This design comes from an exercise in tuning for small area, a short achievable clock period and few clock cycles on the open sky130 flow, not from production work. Function was checked by simulation only, so behaviour that the tests miss may differ from the original.

==> flow/design.v (outline; a module is shown in full before it is edited, if it fits) <==
// module M1: 747 lines
module M1 (
	input logic Clock,
	input logic resetn,
	input logic [15:0] SRAM_read_data,
	input logic start,
	output logic [17:0] SRAM_address,
	output logic done,
	output logic [15:0] SRAM_write_data,
	output logic SRAM_we_n
);
  // ...
==> flow/run.sh <==
#!/bin/bash
# synth_recipe.tcl (not shown) runs the flow's synth.tcl, then flattens the netlist and writes it again
# the make line also repeats each setting of config.mk as NAME=value (left out here)
make -C /OpenROAD-flow-scripts/flow DESIGN_CONFIG=/design/flow/config.mk WORK_HOME=/design/flow/orfs CLKGATE_MAP_FILE= SYNTH_SCRIPT=/design/flow/synth_recipe.tcl finish
==> flow/config.mk <==
export PLATFORM = sky130hd
export DESIGN_NAME = M1
export DESIGN_NICKNAME = M1
export VERILOG_FILES = /design/flow/design.v
export SDC_FILE = /design/flow/constraint.sdc
export NUM_CORES = 4
export LEC_CHECK = 0
export CAP_MARGIN = 20
export CORE_MARGIN = 2
export CORE_UTILIZATION = 45
export PLACE_DENSITY = 0.6
export SLEW_MARGIN = 20
==> flow/constraint.sdc <==
create_clock -name core_clock -period 14.0 [get_ports {Clock}]
set_input_delay 2.8000 -clock core_clock [delete_from_list [all_inputs] [get_ports {Clock}]]
set_output_delay 2.8000 -clock core_clock [all_outputs]
set_load 0.01 [all_outputs]
==> impl_metrics.yaml, run 1 <==
run_status:
  status: "finished clean"
setup_path:
  cpMaxStageDelayCell: "fa_1"
  crit_end: "rbc_r"
  path_cells: "buf_4, inv_1, nand2_1, inv_1, a21oi_1, fa_1, inv_1, fa_1, inv_1, fa_1, fa_1, inv_1, ha_1, a21o_1, a21o_1, a21oi_1, nand2_1, a21oi_1, o31ai_1"
  critical_path_buf_inv_count: 6
  critPathTopFamily: "adder cells"
  worstPathRequired_ps: 14430
finish:
  seq_cells: 355
  register_area_um2: 9340
  final_common_cell: "inv_1"
  multiInputGateArea_um2: 11600
  final_util_pct: 50.8
  nFillCells: 4362
  area_dominant_class: "multi-input combinational cells"
clock_network:
  clock-root-buffer: "clkbuf_16"
  post_cts_buffers: 0
  cts_buffer_depth: 3
  insertion_delay_ps: 560
  ctsHtreeMaxLevel: 2
timing:
  setup_viol: 0
  fin_tns_setup_ps: 0
  hold_slack_ps: 413
yosys:
  yosysUniqueCellTypes: 84
  yosys_warnings: 2
  ys_seq_elements: 355
  synthAdderAreaFrac_pct: 28.0
  synth_top_family_by_area: "adder cells"
global_route:
  grtUsageMet1_pct: 27.3
  grt_use_met2_pct: 33.9
worst_hold_path:
  hp-start: "win[1][7]"
  whs_endpoint: "win[0][7]"
job:
  cap_violations: 0
placed_design:
  io_buffers: 54
  dp_cells: 2589
  post-place-ws_ps: 9330
routing:
  wl_met2_mm: 24.3
floorplan:
  core.rowCount: 81
Testbench counts, summed over its fixed seeds: cycles 779,580.
==> run 2: changes to the inputs <==
--- a/flow/design.v
+++ b/flow/design.v
@@ -12,29 +12,38 @@
 );
 localparam logic [1:0] S_IDLE = 2'd0, S_RUN = 2'd1, S_LEAD = 2'd2, S_FIN = 2'd3;
 logic [1:0]  state;
 logic [4:0]  ph;         
 logic [7:0]  m;          
 logic [2:0]  lc;         
 logic        first;      
 logic [15:0] y_cnt;      
-logic [14:0] uv_cnt;     
 logic [17:0] rgb_cnt;    
 wire run  = (state == S_RUN);
 wire lead = (state == S_LEAD);
 wire t0 = run && ph[0];
 wire t1 = run && ph[1];
 wire t2 = run && ph[2];
 wire t3 = run && ph[3];
 wire t4 = run && ph[4];
-wire last_row = (uv_cnt == 15'd19200);            
+wire last_row = (y_cnt == 16'd38399) || (y_cnt == 16'd38400);
 wire wr_ok = (m != 8'd0) && !first;               
 wire cr_u = (m[0] && m <= 8'd153) || (m == 8'd158 && !last_row);
 wire cr_v = (!m[0] && m <= 8'd154 && !first) || (m == 8'd159 && !last_row);
+logic [17:0] cr_base;
+logic        cr_cin;
+always_comb begin
+	cr_cin = 1'b0;
+	if (lead) cr_base = (lc == 3'd1) ? 18'd57601 : (lc == 3'd4) ? 18'd38402 : 18'd38401;
+	else if (m == 8'd158) begin cr_base = 18'd38400; cr_cin = y_cnt[0]; end
+	else if (m == 8'd159) cr_base = 18'd57600;
+	else cr_base = cr_u ? 18'd38402 : 18'd57602;
+end
+wire [17:0] cr_addr = cr_base + {3'd0, y_cnt[15:1]} + {17'd0, cr_cin};
 logic [7:0]  win [0:11];
 logic [15:0] uw, vw, ybuf;
 logic [9:0]  uo;
 logic        cr_u_d, cr_v_d;      
 logic       ins, ins_u, ins_hi;
 wire  [7:0] ins_data = ins_u ? (ins_hi ? uw[15:8] : uw[7:0]) : (ins_hi ? vw[15:8] : vw[7:0]);
 wire  [2:0] lc1 = lc + 3'd1;
 always_ff @(posedge Clock) begin
@@ -669,47 +678,38 @@
 	if (t3) SRAM_write_data[7:0] <= rb8;
 	if (t4) SRAM_write_data <= {g8, rb8};
 end
 always_ff @(posedge Clock) begin
 	if (state == S_IDLE) begin
 		m <= 8'd158;
 		first <= 1'b1;
 		y_cnt <= 16'd0;
-		uv_cnt <= 15'd0;
 		rgb_cnt <= 18'd146944;
 		lc <= 3'd0;
 	end else if (run) begin
 		if (ph[0] && m <= 8'd159 && !first) begin
 			SRAM_address <= {2'b00, y_cnt};
 			y_cnt <= y_cnt + 16'd1;
 		end
 		if ((ph[1] || ph[3] || ph[4]) && wr_ok) begin
 			SRAM_address <= rgb_cnt;
 			rgb_cnt <= rgb_cnt + 18'd1;
 		end
-		if (ph[2] && cr_u) SRAM_address <= 18'd38400 + {3'd0, uv_cnt};
-		if (ph[2] && cr_v) begin
-			SRAM_address <= 18'd57600 + {3'd0, uv_cnt};
-			uv_cnt <= uv_cnt + 15'd1;
-		end
+		if (ph[2] && (cr_u || cr_v)) SRAM_address <= cr_addr;
 		if (ph[4]) begin
 			if (m == 8'd160) begin
 				first <= 1'b0;
 				lc <= 3'd0;
 				m <= 8'd0;
 			end else m <= m + 8'd1;
 		end
 	end else if (lead) begin
 		lc <= lc + 3'd1;
-		if (lc == 3'd0 || lc == 3'd4) SRAM_address <= 18'd38400 + {3'd0, uv_cnt};
-		if (lc == 3'd1) begin
-			SRAM_address <= 18'd57600 + {3'd0, uv_cnt};
-			uv_cnt <= uv_cnt + 15'd1;
-		end
+		if (lc == 3'd0 || lc == 3'd1 || lc == 3'd4) SRAM_address <= cr_addr;
 	end
 end
 always_ff @(posedge Clock or negedge resetn) begin
 	if (!resetn) begin
 		state <= S_IDLE;
 		ph <= 5'b00001;
 		SRAM_we_n <= 1'b1;
 		done <= 1'b0;
==> flow/config.mk (replaced) <==
export PLATFORM = sky130hd
export DESIGN_NAME = M1
export DESIGN_NICKNAME = M1
export VERILOG_FILES = /design/flow/design.v
export SDC_FILE = /design/flow/constraint.sdc
export NUM_CORES = 4
export LEC_CHECK = 0
export CAP_MARGIN = 20
export CORE_MARGIN = 2
export CORE_UTILIZATION = 45
export CTS_BUF_LIST = sky130_fd_sc_hd__clkbuf_4
export CTS_CLUSTER_SIZE = 20
export PLACE_DENSITY = 0.6
export SLEW_MARGIN = 20
==> impl_metrics.yaml, run 2 <==
run_status:
  status: "finished clean"
setup_path:
  worstPathRequired_ps: 14710
  cp.arrival_ps: 5850
  critPathCaptureType: "flip-flop"
  crit_top_cell: "fa_1"
  criticalPathCategory: "reg -> reg"
  max_stage_delay_ps: 660
  startpoint_type: "flip-flop"
  cp_max_fo: 45
  cpMaxStageDelayCell: "clkinv_1"
  path_cells: "buf_4, clkinv_1, nand2_1, o21ai_0, fa_1, fa_1, inv_1, fa_1, fa_1, inv_1, ha_1, a21o_1, a21o_1, a21oi_1, nand3b_1, a31oi_1, o21ai_0"
  r2r_cells: 17
yosys:
  yosysSeqAreaShare_pct: 41.0
  ys_top_cells_by_area: "edfxtp_1, fa_1, dfxtp_1"
  yosysUniqueCellTypes: 90
  yosys_warnings: 2
  syn_area_um2: 22100
  synth-edff-count: 218
  synth.top_cell.area_share_pct: 29.7
  ys_seq_elements: 340
  postSynthAreaPerCell_um2: 11.6
  synth_top_cell_by_area: "edfxtp_1"
  synth_nets: 2301
  synth-main-ff-cell: "edfxtp_1"
  ys_async_sr_fraction_pct: 2.65
  yosysMostFrequentCell: "inv_1"
  netlist_instances: 1903
  synth_common_cells: "inv_1, edfxtp_1, fa_1"
routing:
  drc: 0
  final_antenna_net_count: 0
  wl_met1_mm: 22.0
  top_layer: "met5"
  vias: 14100
  dr.pass1.iters: 5
  drt_iter0_drc: 843
  dr_wl_met3_mm: 2.11
  wl_met2_mm: 24.3
  drt-total-wl_mm: 49.8
  wire_per_inst_um: 18.4
  via_per_inst: 5.20
timing:
  max_freq_ghz: 0.195
  period_minus_slack_ps: 5140
  finalHoldViolations: 0
  hold_slack_ps: 408
  setup_viol: 0
  max_slew.worst_pin.slew_ps: 1090
  relSlewSlack_pct: 27.0
  fin_tns_setup_ps: 0
  skew_ps: 69.0
  rsz0062_at_grt: "false"
  slew_violations: 0
  fin_crit_sh_pct: 36.7
clock_network:
  path_clk_slew_ps: 70
  ctsHoldBuffers: 0
  post_cts_buffers: 0
  cts_tree: "built"
  cts_buffers: 90
  clock_sinks: 340
  clock-root-buffer: "clkbuf_4"
  postCtsResizedCells: 0
  insertion_delay_ps: 830
  ctsHtreeMaxLevel: 3
  cts_buffer_depth: 3
job:
  cap_violations: 0
floorplan:
  start_util_pct: 45.3
  die_h_um: 225
  fp.dieW_um: 225
  io_pins: 55
  die_area_um2: 50800
  core.rowCount: 81
  core_um2: 48600
global_route:
  grt_max_degree: 66
  antenna_found_initial: 3
  grt_usage_pct: 20.7
  grt_pass1_wl_mm: 80.1
  grt_pass1_vias: 15000
  overflow: 0
finish:
  nNetsFinal: 2410
  final_common_cell: "inv_1"
  largest_reg_flops: 96
  reg_top3: "win: 96 flops, SRAM_address: 18 flops, rgb_cnt: 18 flops"
  drive_gt1_share_pct: 10.2
  syn_to_final_growth_pct: 10.9
  largest-register: "win"
  layout_common_cells: "inv_1, edfxtp_1, fa_1, ha_1, clkbuf_4"
worst_hold_path:
  hold_path_class: "reg -> reg"
  min_path_cells: 0
placed_design:
  gp_congestion: 0.929
  io_buffers: 54
  dp_hpwl_mm: 38.6
## run 2: cells by family after synthesis
family / share of synthesized area [%]
compound gates: 8.85
simple gates: 8.63
buf+inv: 6.33
fa+ha+maj: 28.8
flops: 41.0
xor+xnor: 3.64
mux: 2.83
## run 2: worst paths after layout
check                          start        end  slack, ps
setup reg to reg              selb_r      rbc_r       8860
hold reg to reg            win[7][5]  win[6][5]        410
setup / recovery              selb_r      rbc_r       8860
min in group asynchronous     resetn       done       2300
max in group asynchronous     resetn      ph[0]      11350
hold / removal             win[7][5]  win[6][5]        410
## run 2: critical path: cells and delay by family, from the launching register on
family                     cells  cell delay, ps
AOI/OAI and AO/OA              6             970
adders and majority gates      5            2110
DFF                            1             300
buffers and inverters          4            1130
and+or+nand+nor                2             490
## run 2: layout make-up
type / count / area [µm²]
fillers: 4411 / 24200
multi-input cells: 1195 / 11600
flip-flops and latches: 340 / 9040
inverters: 323 / 1210
clock buffers: 135 / 1010
well taps: 622 / 778
repair buffers: 62 / 601
clock inverters: 29 / 174
diodes: 3 / 7.51
## run 2: routing by layer
metal	GRT usage (%)	vias up
li1	-	6746
met1	27.1	6920
met2	34.6	324
met3	3.14	94
met4	8.25	2
met5	0	-
## run 2: per-stage QoR
stage | util, % | instances | area, µm² | setup slack, ps
floorplan | - | 1903 | 22100 | 9740
global placement | 47.8 | 2542 | 23300 | 8940
detailed placement | 47.8 | 2542 | 23300 | 8910
CTS | 50.3 | 2706 | 24500 | 8910
global route | 50.3 | 2709 | 24500 | 8440
finish | 50.3 | 2709 | 24500 | 8860
Testbench counts of run 2, summed over its fixed seeds: cycles 779,580.
==> run 3: changes to the inputs <==
--- a/flow/config.mk
+++ b/flow/config.mk
@@ -8,7 +8,5 @@
 export CAP_MARGIN = 20
 export CORE_MARGIN = 2
 export CORE_UTILIZATION = 45
-export CTS_BUF_LIST = sky130_fd_sc_hd__clkbuf_4
-export CTS_CLUSTER_SIZE = 20
 export PLACE_DENSITY = 0.6
 export SLEW_MARGIN = 20
==> impl_metrics.yaml, run 3 <==
global_route:
  grt_pass1_wl_mm: 79.3
  grt_pass1_vias: 14500
  grt_max_degree: 66
  overflow: 0
  grt_usage_pct: 20.5
  antenna_found_initial: 0
clock_network:
  clock_sinks: 340
  ctsHtreeMaxLevel: 2
  post_cts_buffers: 0
  cts_buffer_depth: 3
  clock-root-buffer: "clkbuf_16"
  insertion_delay_ps: 550
  cts_tree: "built"
  cts_buffers: 39
  ctsHoldBuffers: 0
  postCtsResizedCells: 0
  path_clk_slew_ps: 70
finish:
  antenna_cells: 0
  syn_to_final_growth_pct: 11.2
  largest_reg_flops: 96
  largest-register: "win"
  final_common_cell: "inv_1"
  drive_gt1_share_pct: 6.18
  nFillCells: 4319
  nNetsFinal: 2359
  reg_top3: "win: 96 flops, SRAM_address: 18 flops, rgb_cnt: 18 flops"
  layout_common_cells: "inv_1, edfxtp_1, fa_1, ha_1, nor2_1"
yosys:
  synth-edff-count: 218
  ys_async_sr_fraction_pct: 2.65
  synth-main-ff-cell: "edfxtp_1"
  yosysUniqueCellTypes: 90
  yosys_warnings: 2
  synth.top_cell.area_share_pct: 29.7
  ys_seq_elements: 340
  yosysMostFrequentCell: "inv_1"
  netlist_instances: 1903
  yosysSeqAreaShare_pct: 41.0
  synth_nets: 2301
  synth_common_cells: "inv_1, edfxtp_1, fa_1"
  postSynthAreaPerCell_um2: 11.6
  synth_top_cell_by_area: "edfxtp_1"
  syn_area_um2: 22100
  ys_top_cells_by_area: "edfxtp_1, fa_1, dfxtp_1"
timing:
  fin_crit_sh_pct: 36.6
  skew_ps: 22.4
  max_freq_ghz: 0.195
  period_minus_slack_ps: 5130
  slew_violations: 0
  finalHoldViolations: 0
  max_slew.worst_pin.slew_ps: 1090
  fin_tns_setup_ps: 0
  setup_viol: 0
  relSlewSlack_pct: 27.1
  rsz0062_at_grt: "false"
floorplan:
  io_pins: 55
  core_um2: 48600
  start_util_pct: 45.3
  fp.dieW_um: 225
  core.rowCount: 81
  die_h_um: 225
  die_area_um2: 50800
routing:
  via_per_inst: 5.26
  wire_per_inst_um: 19.0
  drt_iter0_drc: 931
  drc: 0
  final_antenna_net_count: 0
  vias: 13700
  dr.pass1.iters: 5
  drt-total-wl_mm: 49.5
job:
  cap_violations: 0
setup_path:
  criticalPathCategory: "reg -> reg"
  startpoint_type: "flip-flop"
  worstPathRequired_ps: 14440
  cp.arrival_ps: 5560
  critPathCaptureType: "flip-flop"
  cp_max_fo: 45
placed_design:
  gp_congestion: 0.929
  io_buffers: 54
  dp_hpwl_mm: 38.6
run_status:
  status: "finished clean"
worst_hold_path:
  hold_path_class: "reg -> reg"
[run 3: changes by cell type in the layout (fill, tap and decap cells not counted), sizes merged]
| cell | delta |
|---|---|
| clkinvlp | +1 |
| clkbuf | -82 |
| bufinv | +1 |
| clkinv | -14 |
| inv | -1 |
| diode | -3 |
[run 3: critical path: stages (launching register included)]
cell and delay, ps:
dfxtp_1 310, buf_4 380, clkinv_1 660, nand2_1 390, o21ai_0 210, fa_1 430
fa_1 500, inv_1 50, fa_1 380, fa_1 490, inv_1 40, ha_1 300
a21o_1 160, a21o_1 170, a21oi_1 180, nand3b_1 100, a31oi_1 150, o21ai_0 100
[run 3: stage by stage]
step           worst slack, ps  utilization [%]  instance area [µm²]  instances  hold WS, ps
3_5_place_dp              8910             47.8                23300       2542          405
3_3_place_gp              8940             47.8                23300       2542          402
6_report                  8870             50.4                24500       2611          416
5_1_grt                   8440             50.4                24500       2611          423
2_1_floorplan             9740                -                22100       1903          400
4_1_cts                   8910             50.4                24500       2611          418
[run 3: worst paths after layout]
kind	start	endpoint	slack, ps	depth (start not counted)
setup / recovery	selb_r	rbc_r	8870	17
max in group asynchronous	resetn	ph[0]	11080	1
hold reg to reg	win[7][5]	win[6][5]	420	0
hold / removal	win[7][5]	win[6][5]	420	0
setup reg to reg	selb_r	rbc_r	8870	17
min in group asynchronous	resetn	ph[3]	2580	1
[run 3: layer usage]
| metal | GRT usage [%] | wire length [µm] | up-vias |
|---|---|---|---|
| li1 | - | - | 6575 |
| met1 | 27.6 | 22100 | 6776 |
| met2 | 34.3 | 23900 | 293 |
| met3 | 2.76 | 2030 | 91 |
| met4 | 6.58 | 1490 | 0 |
| met5 | 0 | 0 | - |
[run 3: cell type report]
type | instances | area [µm²] | area share, %
multi-input combinational | 1195 | 11600 | 47.4
sequential | 340 | 9040 | 36.9
inverter | 323 | 1210 | 4.94
clock buffer | 53 | 1120 | 4.58
tap | 622 | 778 | 3.17
timing repair buffer | 62 | 601 | 2.45
clock inverter | 16 | 140 | 0.571
[run 3: cells by family after synthesis]
family	synth area share [%]
AND/OR/NAND/NOR	8.63
adder cells (fa/ha/maj)	28.8
buffers and inverters	6.33
flip-flops	41.0
AO/OA/AOI/OAI	8.85
XOR/XNOR	3.64
multiplexers	2.83
==> run 4: changes to the inputs <==
==> flow/flow/run.sh (new file) <==
#!/bin/bash
cat standard.sh > standard_sh.txt
export SETUP_SLACK_MARGIN=10.0
bash standard.sh > standard.log 2>&1
==> flow/standard.sh (new file) <==
#!/bin/bash
# synth_recipe.tcl (not shown) runs the flow's synth.tcl, then flattens the netlist and writes it again
# the make line also repeats each setting of config.mk as NAME=value (left out here)
make -C /OpenROAD-flow-scripts/flow DESIGN_CONFIG=/design/flow/config.mk WORK_HOME=/design/flow/orfs CLKGATE_MAP_FILE= SYNTH_SCRIPT=/design/flow/synth_recipe.tcl "${@:-finish}"
removed: flow/run.sh
==> impl_metrics.yaml, run 4 <==
run_status:
  status: "finished clean"
timing:
  finalHoldViolations: 0
  rsz0062_at_grt: "true"
  max_slew.worst_pin.slew_ps: 1050
  setup_slack_ps: 9910
  slew_violations: 0
  setup_viol: 0
  relSlewSlack_pct: 29.9
  period_minus_slack_ps: 4090
  max_freq_ghz: 0.244
  hold_slack_ps: 411
  fin_tns_setup_ps: 0
  fin_crit_sh_pct: 29.2
  skew_ps: 30.2
floorplan:
  io_pins: 55
  core_um2: 48600
  start_util_pct: 45.3
  die_area_um2: 50800
  fp.dieW_um: 225
  die_h_um: 225
  core.rowCount: 81
yosys:
  yosys_warnings: 2
  syn_area_um2: 22100
  yosysMostFrequentCell: "inv_1"
  ys_top_cells_by_area: "edfxtp_1, fa_1, dfxtp_1"
  synth-edff-count: 218
  synth-main-ff-cell: "edfxtp_1"
  postSynthAreaPerCell_um2: 11.6
  ys_async_sr_fraction_pct: 2.65
  yosysUniqueCellTypes: 90
  ys_seq_elements: 340
  synth_nets: 2301
  yosysSeqAreaShare_pct: 41.0
  synth_common_cells: "inv_1, edfxtp_1, fa_1"
  synth_top_cell_by_area: "edfxtp_1"
  synth.top_cell.area_share_pct: 29.7
  netlist_instances: 1903
placed_design:
  post-place-ws_ps: 8870
  io_buffers: 54
  gp_congestion: 0.929
  dp_cells: 2543
  dpl_cell_area_um2: 23300
  dp_hpwl_mm: 38.6
finish:
  layout_common_cells: "inv_1, edfxtp_1, fa_1, ha_1, nor2_1"
  drive_gt1_share_pct: 14.7
  finalInstanceArea_um2: 25400
  reg_top3: "win: 96 flops, SRAM_address: 18 flops, rgb_cnt: 18 flops"
  syn_to_final_growth_pct: 15.1
  final_common_cell: "inv_1"
  nNetsFinal: 2426
  instances_no_fill: 2681
  antenna_cells: 0
  largest_reg_flops: 96
  largest-register: "win"
clock_network:
  path_clk_slew_ps: 70
  cts_tree: "built"
  cts_buffer_depth: 3
  clock_sinks: 340
  insertion_delay_ps: 560
  cts_buffers: 39
  ctsHtreeMaxLevel: 2
  ctsHoldBuffers: 0
  clock-root-buffer: "clkbuf_16"
setup_path:
  critical_path_buf_inv_count: 3
  cp.arrival_ps: 4520
  critPathTopFamily: "adder cells"
  startpoint_type: "flip-flop"
  max_stage_delay_ps: 520
  cpMaxStageDelayCell: "fa_2"
  path_cells: "ha_1, a21o_1, a21oi_2, nor2b_1, o21a_1, o41a_1, xor2_2, fa_2, inv_2, fa_2, inv_2, fa_1, inv_2, fa_2, ha_4"
  worstPathRequired_ps: 14430
  critPathCaptureType: "flip-flop"
  criticalPathCategory: "reg -> reg"
  r2r_start: "win[4][1]"
  crit_path_start: "win[4][1]"
  cp_max_fo: 4
global_route:
  grt_pass1_vias: 14800
  grt_usage_pct: 21.0
  antenna_found_initial: 0
  grt_max_degree: 68
  grt_pass1_wl_mm: 81.8
  overflow: 0
worst_hold_path:
  hold_path_class: "reg -> reg"
  hp-start: "win[7][3]"
routing:
  drt_iter0_drc: 832
  drc: 0
  vias: 14100
  wire_per_inst_um: 19.1
  final_antenna_net_count: 0
  via_per_inst: 5.24
  dr.pass1.iters: 5
  drt-total-wl_mm: 51.1
job:
  cap_violations: 0
## run 4: cell types whose count changed in the layout (fill, tap and decap cells not counted), sizes merged
cell           delta
buf              +74
clkdlybuf4s50    -36
clkdlybuf4s15    +14
clkinv            +8
bufbuf            +2
inv               -3
clkinvlp          +4
bufinv            -1
clkbuf            +8
## run 4: area by class of cell
| class | count | area, µm² |
|---|---|---|
| Inverter | 323 | 1240 |
| Fill cell | 4265 | 23300 |
| Clock inverter | 24 | 180 |
| Tap cell | 622 | 778 |
| Clock buffer | 48 | 1100 |
| Multi-Input combinational cell | 1195 | 11900 |
| Timing Repair Buffer | 129 | 1090 |
| Sequential cell | 340 | 9040 |
## run 4: per-layer routing
metal,up-vias,GRT usage (%),part of all wire (%)
met5,-,0,0
met4,0,7.73,3.6
met3,99,3.55,4.2
met2,299,34.7,48
met1,6953,28.0,45
li1,6705,-,-
## run 4: timing repair
item,4_1_cts,5_1_grt
gates cloned,2,0
endpoints found under the setup margin,55,38
gates resized for setup,144,66
pin swaps,21,35
buffers inserted,32,32
## run 4: kinds of logic (layout without fill, tap and decap cells)
group | Yosys count | after routing | share of synthesized area, %
compound gates | 290 | 290 | 8.85
simple gates | 388 | 388 | 8.63
buf+inv | 368 | 524 | 6.33
fa+ha+maj | 379 | 379 | 28.8
flops | 340 | 340 | 41.0
mux | 48 | 48 | 2.83
xor+xnor | 90 | 90 | 3.64
## run 4: worst reg2reg max path, stage by stage (launching register included)
cell and delay, ps:
edfxtp_1 460, ha_1 330, a21o_1 180, a21oi_2 170
nor2b_1 70, o21a_1 190, o41a_1 370, xor2_2 200
fa_2 230, inv_2 40, fa_2 530, inv_2 40
fa_1 510, inv_2 40, fa_2 380, ha_4 250
## run 4: path summary, 6_finish.rpt
| kind | cells past startpoint | endpoint | slack (ps) |
|---|---|---|---|
| worst max-delay path | 15 | flb_r[1] | 9910 |
| worst min-delay path | 0 | win[6][3] | 410 |
| worst max register to register | 15 | flb_r[1] | 9910 |
| max in group asynchronous | 1 | ph[0] | 11070 |
| worst min register to register | 0 | win[6][3] | 410 |
| min in group asynchronous | 1 | done | 2580 |
## run 4: metrics by stage
step	util [%]
2_1_floorplan	-
3_3_place_gp	47.9
3_5_place_dp	47.9
4_1_cts	51.5
5_1_grt	52.2
6_report	52.2

-- re-timing with driven ports --
The results above use ideal ports. As a check the final layouts listed here were re-extracted and re-timed, cells and wires unchanged.
Step 1: set_driving_cell puts a clkbuf_16 on Clock and a buf_2 on each other input, an assumption about the parent block.
Step 2 also shifts input and output timing later by t, the mid clock arrival at the registers, as if the neighbouring blocks saw the same clock.
Three values: no drivers, after step 1, after step 2; two values: the first two.
run | shift t [ns] | setup WS [ns] | latest minus earliest clock arrival (ns) | worst register clock-pin slew, ns
run 1 | 0.599 | 9.275 / 9.275 / 9.275 | 0.029 / 0.029 | 0.06 / 0.06
run 2 | 0.851 | 8.862 / 8.862 / 8.862 | 0.073 / 0.073 | 0.08 / 0.08
run 3 | 0.595 | 8.873 / 8.873 / 8.873 | 0.023 / 0.024 | 0.07 / 0.07
run 4 | 0.602 | 9.909 / 9.909 / 9.690 | 0.030 / 0.030 | 0.07 / 0.07
After both steps setup and hold are still met in every run listed. The setup slack of run 4, which loses most, moves by 0.000 ns with the drivers and by -0.219 ns with both steps.
